What follows belongs to an exercise in optimizing a design on an open flow for a short achievable clock period and few clock cycles; a production flow would make more cautious choices.
In this exercise RTL edits were held to simulation tests only and were not proved equivalent to the original.
Power is estimated from default activity; no workload was simulated.

File: flow/design.v
`timescale 1ns / 1ps
module ControlUnit (
    input  [31:0] instr,
    output reg        a_rs,         
    output reg        a_rt,         
    output reg [31:0] a_const,      
    output reg        b_rt,         
    output reg        b_rs,         
    output reg [31:0] b_const,      
    output reg        b_link,       
    output reg        b_pred,       
    output reg        reg_write,
    output reg  [4:0] wa,
    output reg        is_load,
    output reg        is_store,
    output reg        is_br,
    output reg        is_bne,
    output reg        is_jr,
    output reg        is_jal,
    output reg        is_stop,
    output reg        f_add,
    output reg        f_sub,        
    output reg        f_and,
    output reg        f_or,
    output reg        f_xor,
    output reg        f_nor,
    output reg        f_slt,
    output reg        f_sltu,
    output reg        f_sll,
    output reg        f_srl,        
    output reg        f_arith,      
    output reg        f_lui,        
    output reg        f_passb
);
    wire [5:0]  op = instr[31:26];
    wire [4:0]  rs = instr[25:21];
    wire [4:0]  rt = instr[20:16];
    wire [4:0]  rd = instr[15:11];
    wire [5:0]  fn = instr[5:0];
    wire [31:0] zext = {16'b0, instr[15:0]};
    wire [31:0] mag  = {17'b0, instr[14:0]};
    wire [31:0] sext = instr[15] ? (32'd0 - mag) : mag;
    wire [31:0] shamt = {27'b0, instr[10:6]};
    reg swap;
    always @(*) begin
        a_rs = 1'b0; a_rt = 1'b0; a_const = 32'd0;
        b_rt = 1'b0; b_rs = 1'b0; b_const = 32'd0; b_link = 1'b0; b_pred = 1'b0;
        reg_write = 1'b0; wa = rt;
        is_load = 1'b0; is_store = 1'b0; is_br = 1'b0; is_bne = op[0];
        is_jr = 1'b0; is_jal = 1'b0; is_stop = 1'b0;
        f_add = 1'b0; f_sub = 1'b0; f_and = 1'b0; f_or = 1'b0; f_xor = 1'b0;
        f_nor = 1'b0; f_slt = 1'b0; f_sltu = 1'b0; f_sll = 1'b0; f_srl = 1'b0;
        f_arith = 1'b0; f_lui = 1'b0; f_passb = 1'b0;
        swap = 1'b0;
        case (op)
            6'b000000: begin
                if (rs != 5'd0 && rd == 5'd0 && fn == 6'b001000) begin
                    is_jr = 1'b1; a_rs = 1'b1; b_pred = 1'b1;
                end else begin
                    reg_write = (rd != 5'd0);
                    wa = rd;
                    case (fn)
                        6'b100000, 6'b100001: f_add = 1'b1;
                        6'b100010, 6'b100011: begin f_add = 1'b1; f_sub = 1'b1; end
                        6'b100100: f_and = 1'b1;
                        6'b100101: f_or = 1'b1;
                        6'b100110: f_xor = 1'b1;
                        6'b100111: f_nor = 1'b1;
                        6'b101010: f_slt = 1'b1;
                        6'b101011: f_sltu = 1'b1;
                        6'b000000: f_sll = 1'b1;
                        6'b000010: f_srl = 1'b1;
                        6'b000011: begin f_srl = 1'b1; f_arith = 1'b1; end
                        6'b000100: begin f_sll = 1'b1; swap = 1'b1; end
                        6'b000110: begin f_srl = 1'b1; swap = 1'b1; end
                        6'b000111: begin f_srl = 1'b1; f_arith = 1'b1; swap = 1'b1; end
                        6'b001111: f_lui = 1'b1;
                        default:   f_passb = 1'b1;
                    endcase
                    if (f_passb) begin
                        b_const = 32'hffffffff;        
                    end else if (rs != 5'd0) begin
                        if (swap) begin a_rt = 1'b1; b_rs = 1'b1; end
                        else      begin a_rs = 1'b1; b_rt = 1'b1; end
                    end else begin
                        if (swap) begin a_const = shamt; b_rt = 1'b1; end
                        else      begin a_rt = 1'b1; b_const = shamt; end
                    end
                end
            end
            6'b001000: begin reg_write = 1'b1; a_rs = 1'b1; b_const = sext; f_add = 1'b1; end
            6'b001001: begin reg_write = 1'b1; a_rs = 1'b1; b_const = zext; f_add = 1'b1; end
            6'b001100: begin reg_write = 1'b1; a_rs = 1'b1; b_const = zext; f_and = 1'b1; end
            6'b001101: begin reg_write = 1'b1; a_rs = 1'b1; b_const = zext; f_or = 1'b1; end
            6'b001110: begin reg_write = 1'b1; a_rs = 1'b1; b_const = zext; f_xor = 1'b1; end
            6'b001111: begin reg_write = 1'b1; b_const = {instr[15:0], 16'b0}; f_passb = 1'b1; end
            6'b001010: begin reg_write = 1'b1; a_rs = 1'b1; b_const = sext; f_slt = 1'b1; end
            6'b001011: begin reg_write = 1'b1; a_rs = 1'b1; b_const = zext; f_sltu = 1'b1; end
            6'b100011: begin reg_write = 1'b1; a_rs = 1'b1; b_const = sext; f_add = 1'b1; is_load = 1'b1; end
            6'b101011: begin a_rs = 1'b1; b_const = sext; f_add = 1'b1; is_store = 1'b1; end
            6'b000100, 6'b000101: begin is_br = 1'b1; a_rs = 1'b1; b_rt = 1'b1; end
            6'b000011: begin reg_write = 1'b1; wa = 5'd31; is_jal = 1'b1; b_link = 1'b1; f_passb = 1'b1; end
            6'b111111: is_stop = 1'b1;
            default: ;  
        endcase
        if (wa == 5'd0) reg_write = 1'b0;
    end
endmodule
`timescale 1ns / 1ps
module ALU (
    input  [31:0] a,
    input  [31:0] b,
    input         f_add, f_sub, f_and, f_or, f_xor, f_nor, f_slt, f_sltu,
    input         f_sll, f_srl, f_arith, f_lui, f_passb,
    output [31:0] out
);
    wire [31:0] sum  = a + (b ^ {32{f_sub}}) + {31'b0, f_sub};
    wire        lt   = $signed(a) < $signed(b);
    wire        ltu  = a < b;
    wire [31:0] shl  = a << b[4:0];
    wire [31:0] shr  = $unsigned($signed({f_arith & a[31], a}) >>> b[4:0]);
    wire [31:0] rest = ({32{f_and}}  & (a & b))
                     | ({32{f_or}}   & (a | b))
                     | ({32{f_xor}}  & (a ^ b))
                     | ({32{f_nor}}  & ~(a | b))
                     | ({32{f_sll}}  & shl)
                     | ({32{f_srl}}  & shr)
                     | ({32{f_lui}}  & {b[15:0], 16'b0})
                     | ({32{f_passb}} & b);
    wire        cmp  = (f_slt & lt) | (f_sltu & ltu);
    assign out = ({32{f_add}} & sum) | {rest[31:1], rest[0] | cmp};
endmodule
`timescale 1ns / 1ps
module RegFile (
    input         clk,
    input         rst,
    input  [4:0]  ra1,
    input  [4:0]  ra2,
    input         we,
    input  [4:0]  wa,
    input  [31:0] wd,
    output [31:0] rd1,
    output [31:0] rd2
);
    reg [31:0] regs [1:31];
    integer i;
    always @(posedge clk) begin
        if (rst) begin
            for (i = 1; i < 32; i = i + 1) regs[i] <= 32'd0;
        end else if (we) begin
            regs[wa] <= wd;
        end
    end
    wire [31:0] r1 = (ra1 == 5'd0) ? 32'd0 : regs[ra1];
    wire [31:0] r2 = (ra2 == 5'd0) ? 32'd0 : regs[ra2];
    assign rd1 = (we && wa == ra1) ? wd : r1;
    assign rd2 = (we && wa == ra2) ? wd : r2;
endmodule
`timescale 1ns / 1ps
module cpu_stream (
    input             clk,
    input             rst,
    output     [31:0] imem_addr,
    input      [31:0] imem_rdata,
    output     [31:0] dmem_addr,
    output     [31:0] dmem_wdata,
    output            dmem_we,
    input      [31:0] dmem_rdata,
    output reg        halted
);
    reg  [31:0] pc;                          
    reg         d_valid, d_pred, d_take;
    reg  [31:0] d_instr, d_pc4, d_target;
    reg         e_mis_eq, e_mis_ne;
    reg         e_valid, e_rw, e_load, e_store, e_br, e_bne, e_jr, e_pred, e_stop;
    reg  [4:0]  e_wa;
    reg  [31:0] e_a, e_b, e_s, e_alt;
    reg         e_fa_m, e_fa_w, e_fb_m, e_fb_w, e_fs_m, e_fs_w, e_fs_late;
    reg         e_add, e_sub, e_and, e_or, e_xor, e_nor, e_slt, e_sltu;
    reg         e_sll, e_srl, e_arith, e_lui, e_passb;
    reg         m_valid, m_rw, m_load, m_store, m_sfwd;
    reg  [4:0]  m_wa;
    reg  [31:0] m_result, m_sdata;
    reg         w_rw;
    reg  [4:0]  w_wa;
    reg  [31:0] w_data;
    reg         stopping;                    
    reg  [31:0] ras0, ras1, ras2, ras3;      
    wire [31:0] f_addr = d_take ? d_target : pc;
    assign imem_addr = f_addr;
    wire [31:0] pc_p4  = pc + 32'd4;
    wire [31:0] tgt_p4 = d_target + 32'd4;
    wire [31:0] f_pc4  = d_take ? tgt_p4 : pc_p4;
    wire [31:0] ir    = imem_rdata;
    wire [5:0]  f_op  = ir[31:26];
    wire        f_j   = (f_op == 6'b000010) | (f_op == 6'b000011);
    wire        f_br  = (f_op[5:1] == 5'b00010);
    wire        f_jr  = (f_op == 6'b000000) & (ir[25:21] != 5'd0) &
                        (ir[15:11] == 5'd0) & (ir[5:0] == 6'b001000);
    wire        f_same = (ir[25:21] == ir[20:16]);
    wire        f_back = ir[15] & (ir[14:0] != 15'd0);
    wire        f_brtk = f_same ? ~f_op[0] : (f_op[0] | f_back);
    wire        f_pred = f_j | f_jr | (f_br & f_brtk);
    wire [17:0] lo_p   = {1'b0, f_pc4[16:0]} + {1'b0, ir[14:0], 2'b00};
    wire [17:0] lo_n   = {1'b0, f_pc4[16:0]} - {1'b0, ir[14:0], 2'b00};
    wire [16:0] lo_pos = lo_p[16:0];
    wire [16:0] lo_neg = lo_n[16:0];
    wire        co_pos = lo_p[17];
    wire        co_neg = ~lo_n[17];
    wire [14:0] hi     = f_pc4[31:17];
    wire [14:0] hi_inc = hi + 15'd1;
    wire [14:0] hi_dec = hi - 15'd1;
    wire [31:0] f_bpos = {co_pos ? hi_inc : hi, lo_pos};
    wire [31:0] f_bneg = {co_neg ? hi : hi_dec, lo_neg};
    wire [31:0] f_btgt = ir[15] ? f_bneg : f_bpos;
    wire [31:0] f_jtgt = {f_pc4[31:28], ir[25:0], 2'b00};
    wire        d_is_jal_live;
    wire [31:0] f_ras  = d_is_jal_live ? d_pc4 : ras0;
    wire [31:0] f_target = f_br ? f_btgt : f_jr ? f_ras : f_jtgt;
    wire        c_a_rs, c_a_rt, c_b_rt, c_b_rs, c_b_link, c_b_pred;
    wire [31:0] c_a_const, c_b_const;
    wire        c_rw, c_load, c_store, c_br, c_bne, c_jr, c_jal, c_stop;
    wire [4:0]  c_wa;
    wire        c_add, c_sub, c_and, c_or, c_xor, c_nor, c_slt, c_sltu;
    wire        c_sll, c_srl, c_arith, c_lui, c_passb;
    ControlUnit cu (
        .instr(d_instr),
        .a_rs(c_a_rs), .a_rt(c_a_rt), .a_const(c_a_const),
        .b_rt(c_b_rt), .b_rs(c_b_rs), .b_const(c_b_const),
        .b_link(c_b_link), .b_pred(c_b_pred),
        .reg_write(c_rw), .wa(c_wa), .is_load(c_load), .is_store(c_store),
        .is_br(c_br), .is_bne(c_bne), .is_jr(c_jr), .is_jal(c_jal), .is_stop(c_stop),
        .f_add(c_add), .f_sub(c_sub), .f_and(c_and), .f_or(c_or), .f_xor(c_xor),
        .f_nor(c_nor), .f_slt(c_slt), .f_sltu(c_sltu), .f_sll(c_sll), .f_srl(c_srl),
        .f_arith(c_arith), .f_lui(c_lui), .f_passb(c_passb)
    );
    assign d_is_jal_live = d_valid & c_jal;
    wire [4:0]  d_rs = d_instr[25:21];
    wire [4:0]  d_rt = d_instr[20:16];
    wire [31:0] rf_rs, rf_rt;
    RegFile rf (
        .clk(clk), .rst(rst), .ra1(d_rs), .ra2(d_rt),
        .we(w_rw), .wa(w_wa), .wd(w_data), .rd1(rf_rs), .rd2(rf_rt)
    );
    wire        a_reg = c_a_rs | c_a_rt;
    wire [4:0]  a_idx = c_a_rs ? d_rs : d_rt;
    wire        b_reg = c_b_rs | c_b_rt;
    wire [4:0]  b_idx = c_b_rs ? d_rs : d_rt;
    wire [31:0] d_a = c_a_rs ? rf_rs : c_a_rt ? rf_rt : c_a_const;
    wire [31:0] d_b = c_b_rt ? rf_rt : c_b_rs ? rf_rs :
                      c_b_link ? d_pc4 : c_b_pred ? d_target : c_b_const;
    wire        e_wr = e_valid & e_rw;
    wire        m_wr = m_valid & m_rw;
    wire        fa_m = a_reg & e_wr & (e_wa == a_idx);
    wire        fa_w = a_reg & m_wr & (m_wa == a_idx);
    wire        fb_m = b_reg & e_wr & (e_wa == b_idx);
    wire        fb_w = b_reg & m_wr & (m_wa == b_idx);
    wire        fs_m = e_wr & (e_wa == d_rt);
    wire        fs_w = m_wr & (m_wa == d_rt);
    wire        stall = d_valid & e_valid & e_load & ((fa_m) | (fb_m));
    wire [31:0] opa = ({32{e_fa_m}} & m_result) | ({32{e_fa_w}} & w_data) |
                      ({32{~e_fa_m & ~e_fa_w}} & e_a);
    wire [31:0] opb = ({32{e_fb_m}} & m_result) | ({32{e_fb_w}} & w_data) |
                      ({32{~e_fb_m & ~e_fb_w}} & e_b);
    wire [31:0] ops = ({32{e_fs_m}} & m_result) | ({32{e_fs_w}} & w_data) |
                      ({32{~e_fs_m & ~e_fs_w}} & e_s);
    wire [31:0] alu_out;
    ALU alu (
        .a(opa), .b(opb),
        .f_add(e_add), .f_sub(e_sub), .f_and(e_and), .f_or(e_or), .f_xor(e_xor),
        .f_nor(e_nor), .f_slt(e_slt), .f_sltu(e_sltu), .f_sll(e_sll), .f_srl(e_srl),
        .f_arith(e_arith), .f_lui(e_lui), .f_passb(e_passb), .out(alu_out)
    );
    wire        e_eq    = (opa == opb);
    wire        e_mis   = e_eq ? e_mis_eq : e_mis_ne;
    wire [31:0] e_fix   = e_jr ? opa : e_alt;
    wire        d_go    = d_valid & ~stall & ~e_mis;
    assign dmem_addr  = m_result;
    assign dmem_we    = m_valid & m_store;
    assign dmem_wdata = m_sfwd ? w_data : m_sdata;
    always @(posedge clk) begin
        if (rst) begin
            pc <= 32'd0;
            d_valid <= 1'b0;
            d_take <= 1'b0;
            e_valid <= 1'b0;
            m_valid <= 1'b0;
            m_rw <= 1'b0;
            w_rw <= 1'b0;
            stopping <= 1'b0;
            halted <= 1'b0;
            ras0 <= 32'd0; ras1 <= 32'd0; ras2 <= 32'd0; ras3 <= 32'd0;
        end else begin
            if (e_mis) begin
                pc <= e_fix;
                d_valid <= 1'b0;
                d_take <= 1'b0;
                stopping <= 1'b0;
            end else if (stall) begin
                pc <= f_addr;
            end else begin
                pc <= f_pc4;
                d_valid <= ~(stopping | (d_valid & c_stop));
                d_take <= ~(stopping | (d_valid & c_stop)) & f_pred;
                if (d_valid & c_stop) stopping <= 1'b1;
            end
            if (d_valid & c_jal) begin
                ras0 <= d_pc4; ras1 <= ras0; ras2 <= ras1; ras3 <= ras2;
            end else if (d_valid & ~stall & c_jr) begin
                ras0 <= ras1; ras1 <= ras2; ras2 <= ras3;
            end
            e_valid <= d_go;
            m_valid <= e_valid;
            m_rw <= e_valid & e_rw;
            w_rw <= m_valid & m_rw;
            if (e_valid & e_stop) halted <= 1'b1;
        end
        if (!stall) begin
            d_instr <= ir;
            d_pc4 <= f_pc4;
            d_pred <= f_pred;
            d_target <= f_target;
        end
        e_rw <= c_rw; e_wa <= c_wa;
        e_load <= c_load; e_store <= c_store;
        e_br <= c_br; e_bne <= c_bne; e_jr <= c_jr; e_stop <= c_stop;
        e_pred <= d_pred;
        e_mis_eq <= d_go & c_br & (c_bne ^ ~d_pred);
        e_mis_ne <= d_go & ((c_br & (c_bne ^ d_pred)) | c_jr);
        e_alt <= d_pred ? d_pc4 : d_target;
        e_a <= d_a; e_b <= d_b; e_s <= rf_rt;
        e_fa_m <= fa_m; e_fa_w <= fa_w & ~fa_m;
        e_fb_m <= fb_m; e_fb_w <= fb_w & ~fb_m;
        e_fs_m <= fs_m & ~e_load; e_fs_w <= fs_w & ~fs_m;
        e_fs_late <= fs_m & e_load;
        e_add <= c_add; e_sub <= c_sub; e_and <= c_and; e_or <= c_or;
        e_xor <= c_xor; e_nor <= c_nor; e_slt <= c_slt; e_sltu <= c_sltu;
        e_sll <= c_sll; e_srl <= c_srl; e_arith <= c_arith; e_lui <= c_lui;
        e_passb <= c_passb;
        m_load <= e_load; m_store <= e_store; m_wa <= e_wa;
        m_result <= alu_out;
        m_sdata <= ops;
        m_sfwd <= e_fs_late;
        w_wa <= m_wa;
        w_data <= m_load ? dmem_rdata : m_result;
    end
endmodule
File: flow/constraint.sdc
create_clock -name core_clock -period 7.0 [get_ports {clk}]
set_input_delay 1.4000 -clock core_clock [delete_from_list [all_inputs] [get_ports {clk}]]
set_output_delay 1.4000 -clock core_clock [all_outputs]
set_load 0.01 [all_outputs]
File: flow/config.mk
export PLATFORM = sky130hd
export DESIGN_NAME = cpu_stream
export DESIGN_NICKNAME = cpu_stream
export VERILOG_FILES = /design/flow/design.v
export SDC_FILE = /design/flow/constraint.sdc
export NUM_CORES = 4
export LEC_CHECK = 0
export ABC_AREA = 0
export ABC_CLOCK_PERIOD_IN_PS = 2500
export CAP_MARGIN = 30
export CORE_MARGIN = 2
export CORE_UTILIZATION = 40
export SETUP_SLACK_MARGIN = 4.2
export SLEW_MARGIN = 30
export TNS_END_PERCENT = 100
File: flow/run.sh
#!/bin/bash
# synth_recipe.tcl (not shown) runs the flow's synth.tcl, then flattens the netlist and writes it again
# the make line also repeats each setting of config.mk as NAME=value (left out here)
make -C /OpenROAD-flow-scripts/flow DESIGN_CONFIG=/design/flow/config.mk WORK_HOME=/design/flow/orfs CLKGATE_MAP_FILE= SYNTH_SCRIPT=/design/flow/synth_recipe.tcl finish
==> results of run 1 <==
[power by group through the flow]
stage	clock (uW)	sequential, uW	combinational [uW]
finish	9650	10600	3740
global route	10000	10600	3840
CTS	9680	10600	3500
detailed placement	0	10800	2700
global placement	0	10800	2680
floorplan	0	10600	1710
[cells by family after synthesis]
kind of cell / Yosys count / synth area share
AND/OR/NAND/NOR: 2327 / 0.138
flip-flops: 1582 / 0.482
AO/OA/AOI/OAI: 1173 / 0.0900
multiplexers: 1083 / 0.214
buffers and inverters: 860 / 0.0372
adder cells (fa/ha/maj): 166 / 0.0236
XOR/XNOR: 150 / 0.0148
[per-stage QoR]
stage	utilization	cell area [um^2]	worst slack, ps
after floorplan	-	90900	2750
after global placement	0.428	94800	1640
after detailed placement	0.429	95000	1660
after CTS	0.515	114000	3020
after global routing	0.531	118000	2870
final	0.531	118000	3040
[timing repair]
action	CTS	global route
setup buffers	568	188
setup endpoints to repair	1833	674
hold endpoints to repair	0	0
gates cloned	111	7
pin swaps	274	267
gates resized for setup	1729	489
[worst max path at each step]
| stage | end | slack [ps] | cells past startpoint |
|---|---|---|---|
| 4_1_cts | d_target[29] | 3020 | 16 |
| 5_1_grt | d_target[29] | 2870 | 16 |
| 2_1_floorplan | d_target[25] | 2750 | 22 |
| 6_report | d_target[24] | 3040 | 16 |
| 3_5_place_dp | d_target[25] | 1660 | 12 |
| 3_3_place_gp | d_target[25] | 1640 | 12 |
[routing by layer]
metal | wire (um) | track usage
met2 | 180000 | 0.534
met3 | 44100 | 0.0882
met4 | 28500 | 0.208
met1 | 142000 | 0.424
met5 | 144 | 0
[worst reg2reg max path, stage by stage (launching register included)]
cell     delay (ps)
dfxtp_4         410
mux2i_4         210
inv_2           100
ha_4            160
nand4_1         170
a21oi_4         250
buf_12          150
nand3_4          90
xnor2_4         230
ha_4            270
or3_4           340
o31a_1          370
o21ai_4         240
nand3_4         160
o32ai_4         300
xnor2_1         150
o21ai_1          80
[area by class of cell]
cell class / count / area, um^2 / area share
multi-input combinational: 4927 / 49300 / 0.419
sequential: 1582 / 43100 / 0.366
timing repair buffer: 1248 / 14800 / 0.126
clock buffer: 243 / 4960 / 0.0422
tap: 2975 / 3720 / 0.0316
clock inverter: 89 / 963 / 0.00819
inverter: 166 / 738 / 0.00627
timing repair inverter: 5 / 71.3 / 0.000606
antenna: 11 / 27.5 / 0.000234
[cells in the final DEF (no fill, tap or decap), drive strengths merged, types with 163 or more instances in the layout]
master	synthesis	final
dfxtp	461	461
o21ai	257	257
and2	1029	1029
buf	144	1156
nor2	375	381
mux2i	298	298
a21oi	247	247
mux4	640	640
edfxtp	1121	1121
nand2	497	512
clkbuf	550	255
ha	163	163
inv	164	163
[Yosys cell counts (30+ instances only)]
| master | count |
|---|---|
| o21ai_0 | 255 |
| a21oi_1 | 247 |
| xor2_1 | 47 |
| o211ai_1 | 63 |
| dfxtp_1 | 461 |
| mux4_2 | 640 |
| a31oi_1 | 30 |
| nor2_1 | 373 |
| nand2_1 | 497 |
| xnor2_1 | 103 |
| a221o_1 | 55 |
| nor4_1 | 49 |
| ha_1 | 163 |
| edfxtp_1 | 1121 |
| mux2i_1 | 298 |
| buf_1 | 123 |
| nand3_1 | 120 |
| a21o_1 | 63 |
| and2_1 | 1029 |
| nand4_1 | 55 |
| a211oi_1 | 60 |
| nor3_1 | 64 |
| a22o_1 | 83 |
| mux2_2 | 145 |
| clkbuf_1 | 550 |
| a22oi_1 | 86 |
| inv_1 | 163 |
==> summary.md, run 1 <==
| Metric | Value |
|---|---|
| Status | complete, no violations |
| Bufs and invs on worst path | 2 |
| H-tree depth | 4 |
| Initial Utilization | 0.401 |
| Fmax | between 200 and 300 MHz |
| VDD IR max | between 200 and 250 uV |
| Post-Layout Cell Count | 11200 |
| WHS Path Cells | 0 |
| Reg-to-Reg End | d_target[24] |
| DR iter-0 viols | around 10000 |
| Remaining DRCs | 0 |
| Fraction of final layout cells sized beyond drive strength 1 | 0.380 |
| Post-synth top area cell | edfxtp_1 |
| WL per Instance | 35.1 um |
| Crit Path Category | flip-flop to flip-flop |
| Fin crit period | 3960 ps |
| GRT overflow | 0 |
| Final Skew | 82.4 ps |
| Yosys cell types | 93 |
| # port buffers | 163 |
| Synth Flop Type | edfxtp_1 |
| Slew margin rel. | 0.250 |
| Worst-Skew Late Latency | 890 ps |
| Net Switching | 6610 uW |
| Max-cap viol count | 0 |
| Drt via density | 6.38 |
| CP max stage delay | approximately 410 ps |
| Warnings, synthesis | 3 |
| TNS Setup | 0 ps |
| DR pass1 iterations | 10 |
| Hold Path Origin | e_fs_late |
| CP cell instances | mux2i_4, inv_2, ha_4, nand4_1, a21oi_4, buf_12, nand3_4, xnor2_4, ha_4, or3_4, o31a_1, o21ai_4, nand3_4, o32ai_4, xnor2_1, o21ai_1 |
| Final Hold Viols | 0 |
| Die X-Extent | 476 um |
| Vias in the first global route | about 70000 |
| EDFF count, synth | 1121 |
| RR Startpoint | d_take |
| Layout area overhead | 32.3% |
| Comb pwr share | 0.156 |
| CTS Sinks | roughly 1600 |
| Max reg flops | about 1000 |
| Syn Inst Count | about 7300 |
| Crit start category | flip-flop |
| # fillers | 18400 |
| Flop2flop setup slack | 3040 ps |
| CTS tree | yes |
| CTS clock-pin slew for the worst setup and hold paths | about 70 ps |
| Final-report max-slew violation count | 0 |
| Slew of the pin with the lowest slew margin | 1130 ps |
| CTS Root Cell | clkbuf_16 |
| Largest net degree at the start of global routing | 81 |
| Vias | 71800 |
| Synth top area share | 0.379 |
| Hold WC Path Type | flip-flop to flip-flop |
| Final Power | roughly 24000 uW |
| # IOs | 164 |
| Crit-path leading delay family | compound AO/OA/AOI/OAI gates |
| Mapped Nets | 7573 |
| Period utilisation layout | 0.565 |
| Hold slack final | 293 ps |
| Die area | between 200000 and 250000 um^2 |
| Core area | 222000 um^2 |
| Setup crit end kind | flip-flop |
| Post-Syn Area | 88900 um^2 |
| #FFs+latches synth | 1582 |
| Crit-path max FO | 7 |
| Pwr dens | about 200 nW/um^2 |
| GR Util All Layers | 0.341 |
| Final net count | 8342 |
| Hold endpoint | m_sfwd |
| Most flop-heavy register | rf.regs |
| Cts hold-fix bufs | 0 |
| CTS buffer count | 180 |
| DP HPWL | 237 mm |
| Crit path launch | d_take |
| P_int | 17400 uW |
| Synth top area cells | edfxtp_1 (38%), mux4_2 (16%), dfxtp_1 (10%) |
| Clock network fraction of total power | 0.402 |
| Num rows | 173 |
| Sequential power share | 0.442 |
| Initial antenna violation count | 25 |
| First-pass GRT wire length | 543 mm |
| Syn avg cell area | 12.1 um^2 |
| WL final | 395 mm |
| Routability congestion estimate | 0.989 |
| Lkg Pwr | 0.0450 uW |
| CTS Buffer Depth | 3 |
| Worst path required time | 7610 ps |
| Cells after DPL | roughly 10000 |
| Register area share after synthesis | 0.482 |
| Switch share | 0.275 |
| FF-to-FF path depth | 16 |
| Chip height | 476 um |
| CP arrival | roughly 4600 ps |
| Ys async rst share | 0 |
| Final setup violation count | 0 |
| Unrepaired setup endpoints after global routing | yes |
| Antenna viol nets, final | 0 |
| Slowest-stage cell, CP | dfxtp_4 |
Testbench counts, summed over its fixed seeds: cycles 19,213.
==> run 2, diff against run 1 <==
--- a/flow/design.v
+++ b/flow/design.v
@@ -326,6 +326,6 @@
         e_br <= c_br; e_bne <= c_bne; e_jr <= c_jr; e_stop <= c_stop;
         e_pred <= d_pred;
-        e_mis_eq <= d_go & c_br & (c_bne ^ ~d_pred);
-        e_mis_ne <= d_go & ((c_br & (c_bne ^ d_pred)) | c_jr);
+        e_mis_eq <= ~rst & d_go & c_br & (c_bne ^ ~d_pred);
+        e_mis_ne <= ~rst & d_go & ((c_br & (c_bne ^ d_pred)) | c_jr);
         e_alt <= d_pred ? d_pc4 : d_target;
         e_a <= d_a; e_b <= d_b; e_s <= rf_rt;
==> run 2 against run 1 <==
Compared with the run above:
- fmax down 9.6%
- register-to-register slack worse by 420 ps
- sequential power about the same
- synthesized cell count up 0.87%
- critical path type unchanged
- sequential share of layout area down 0.25 points
==> summary.md, run 2 <==
| Metric | Value |
|---|---|
| Syn Inst Count | 7405 |
| Fin crit period | 4380 ps |
| Final instance area | 118000 um^2 |
| Unrepaired setup endpoints after global routing | yes |
| Synth top area share | 0.380 |
| CTS tree | yes |
| GR Util All Layers | 0.330 |
| Max reg flops | between 1000 and 1500 |
| Worst-Skew Late Latency | 860 ps |
| Crit Path Category | flip-flop to flip-flop |
| Hold WC Path Type | flip-flop to flip-flop |
| Placement Cell Area | 94300 um^2 |
| Final setup violation count | 0 |
| Num rows | 172 |
| CP arrival | 4930 ps |
| Final Skew | 51.7 ps |
| Final net count | 8392 |
| Routability congestion estimate | 0.981 |
| Initial antenna violation count | 22 |
| DR iter-0 viols | between 9000 and 10000 |
| Final Hold Viols | 0 |
| Lkg Pwr | 0.0447 uW |
| Drt via density | 6.39 |
| H-tree depth | 4 |
| Synth Flop Type | edfxtp_1 |
| DR pass1 iterations | 9 |
| Clock network fraction of total power | 0.391 |
| DP HPWL | ~220 mm |
| Period utilisation layout | 0.626 |
| # port buffers | 163 |
| Commonest non-fill, non-tap cells in the layout | edfxtp_1 (1121), and2_1 (1009), mux4_2 (640) |
| Crit start category | flip-flop |
| Syn avg cell area | 12.0 um^2 |
| Worst path required time | 7550 ps |
| Post-synth top area cell | edfxtp_1 |
| EDFF count, synth | 1121 |
| Chip height | ~470 um |
| CTS Buffer Depth | 3 |
| Sequential power share | 0.445 |
| CTS Sinks | 1582 |
| Yosys cell types | 80 |
| Comb pwr share | 0.165 |
| Flop2flop setup slack | 2620 ps |
| Register area share after synthesis | 0.484 |
| Max-cap viol count | 0 |
| First-pass GRT wire length | 529 mm |
| Slew of the pin with the lowest slew margin | 1070 ps |
| CTS Root Cell | clkbuf_16 |
| WL final | 387 mm |
| Most flop-heavy register | rf.regs |
| Net Switching | 6560 uW |
| # fillers | 18000 |
| Fraction of final layout cells sized beyond drive strength 1 | 0.390 |
| Synth top cells by count | edfxtp_1 (1121), and2_1 (1015), mux4_2 (640) |
| GRT overflow | 0 |
| Warnings, synthesis | 3 |
| Slew margin rel. | 0.280 |
| WL per Instance | 34.3 um |
| Remaining DRCs | 0 |
| Die area | 225000 um^2 |
| Antenna viol nets, final | 0 |
| Setup crit end kind | flip-flop |
| Pwr dens | between 200 and 250 nW/um^2 |
| Fmax | 228 MHz |
| P_int | 17300 uW |
| Layout area overhead | 33.8% |
| Ys async rst share | 0 |
| Core area | roughly 220000 um^2 |
| CTS clock-pin slew for the worst setup and hold paths | 60 ps |
| TNS Setup | 0 ps |
| Die X-Extent | roughly 470 um |
| Cts hold-fix bufs | 0 |
| Most frequent cell after synthesis | edfxtp_1 |
| #FFs+latches synth | 1582 |
| Initial Utilization | 0.403 |
| Final-report max-slew violation count | 0 |
| Largest net degree at the start of global routing | 90 |
| Mapped Nets | 7637 |
| Vias | between 70000 and 80000 |
| Switch share | 0.275 |
| Crit-path max FO | 7 |
| VDD IR max | 230 uV |
| Post-Syn Area | 88500 um^2 |
| CTS buffer count | 179 |
| Most common cell after layout, fill and taps aside | edfxtp_1 |
| Synth top area cells | edfxtp_1 (38%), mux4_2 (16%), dfxtp_1 (10%) |
| Status | complete, no violations |
| Vias in the first global route | 69400 |
| # IOs | 164 |
run 2: kinds of logic (layout without fill, tap and decap cells):
kind of cell               Yosys count  in the layout  synth area share
other                                0              7                 0
AOI/OAI and AO/OA                 1216           1217            0.0925
buffers and inverters              850           1714            0.0368
muxes                              980            980             0.203
adders and majority gates          166            166            0.0237
and+or+nand+nor                   2448           2482             0.143
DFF                               1582           1582             0.484
xor gates and xnor gates           163            163            0.0161
run 2: power by group through the flow:
| stage | Sequential (uW) | Clock (uW) | Combinational, uW |
|---|---|---|---|
| 5_1_grt | 10600 | 9730 | 4030 |
| 4_1_cts | 10600 | 9360 | 3530 |
| 2_1_floorplan | 10600 | 0 | 1780 |
| 6_report | 10600 | 9320 | 3930 |
| 3_3_place_gp | 10800 | 0 | 2730 |
| 3_5_place_dp | 10800 | 0 | 2740 |
run 2: worst paths after layout:
kind | from | endpoint | cells after the start
max | d_take | d_target[29] | 18
min | e_store | m_store | 0
max reg2reg | d_take | d_target[29] | 18
min reg2reg | e_store | m_store | 0
run 2: per-stage QoR:
stage                     worst slack (ps)  hold WS (ps)   util  std cells  power [uW]
after floorplan                       2090           310      -       7405       12400
after global placement                1520           313  0.428      10000       13500
after detailed placement              1510           315  0.429      10000       13600
after CTS                             2610           328  0.513      11000       23500
after global routing                  2410           333  0.539      11300       24400
final                                 2620           328  0.539      11300       23900
run 2: repair_timing:
action,CTS,global route
gates resized for setup,1715,625
endpoints found under the setup margin,1188,794
setup buffers,521,255
gates cloned,120,25
pin swaps,201,308
run 2: per-layer routing:
| layer | part of all wire | GRT usage | vias up |
|---|---|---|---|
| met5 | 0.00031 | 0 | - |
| met4 | 0.078 | 0.200 | 16 |
| met3 | 0.11 | 0.0755 | 1275 |
| met2 | 0.45 | 0.515 | 4777 |
| met1 | 0.36 | 0.419 | 36600 |
| li1 | - | - | 29300 |
run 2: layout make-up:
class                      count  area (um^2)  area share
timing repair buffer        1228        15400       0.130
timing repair inverter         4          110    0.000929
sequential                  1582        43100       0.364
inverter                     157          682     0.00576
tap                         2958         3700      0.0312
multi-input combinational   5008        49800       0.420
clock inverter                80          701     0.00591
clock buffer                 245         4960      0.0418
antenna                        7         17.5    0.000148
run 2: worst max-delay path, cell delays in order (launching register included):
cell and delay, ps:
dfxtp_4 390, mux2i_4 200, inv_2 90, ha_4 140
nand4b_1 220, a21oi_4 230, and2_4 200, nand2_4 70
xnor2_4 170, ha_4 240, or4_4 530, nor4_4 140
a21bo_2 210, o21ai_4 80, a211oi_4 310, or3b_4 440
a21oi_2 170, a31oi_1 90, a21boi_1 140
Testbench counts of run 2, summed over its fixed seeds: cycles 19,213.

==> port drivers added, routing unchanged <==
Ports are ideal in the flow. The routed layouts listed here were re-timed in OpenROAD. Step 1: set_driving_cell puts a clkbuf_16 on clk and a buf_2 on each other input, an assumption about the parent block. Step 2 adds t to the input delays and takes it off the output delays; t is the mean of the earliest and latest rising clock arrival at the registers after step 1. Input paths then give back, and output paths get back, about the clock's delay inside the block. Slacks: no drivers / after step 1 / after step 2; pairs: no drivers / after step 1.
| run | shift t [ns] | setup slack, ns | hold WS [ns] | worst register clock-pin slew, ns |
|---|---|---|---|---|
| run 1 | 0.934 | 3.043 / 3.036 / 2.441 | 0.293 / 0.293 / 0.293 | 0.07 / 0.07 |
| run 2 | 0.920 | 2.621 / 2.621 / 1.941 | 0.328 / 0.328 / 0.328 | 0.07 / 0.07 |
After both steps setup and hold are still met in every run listed. The setup slack of run 2, which loses most, moves by 0.000 ns with the drivers and by -0.680 ns with both steps.
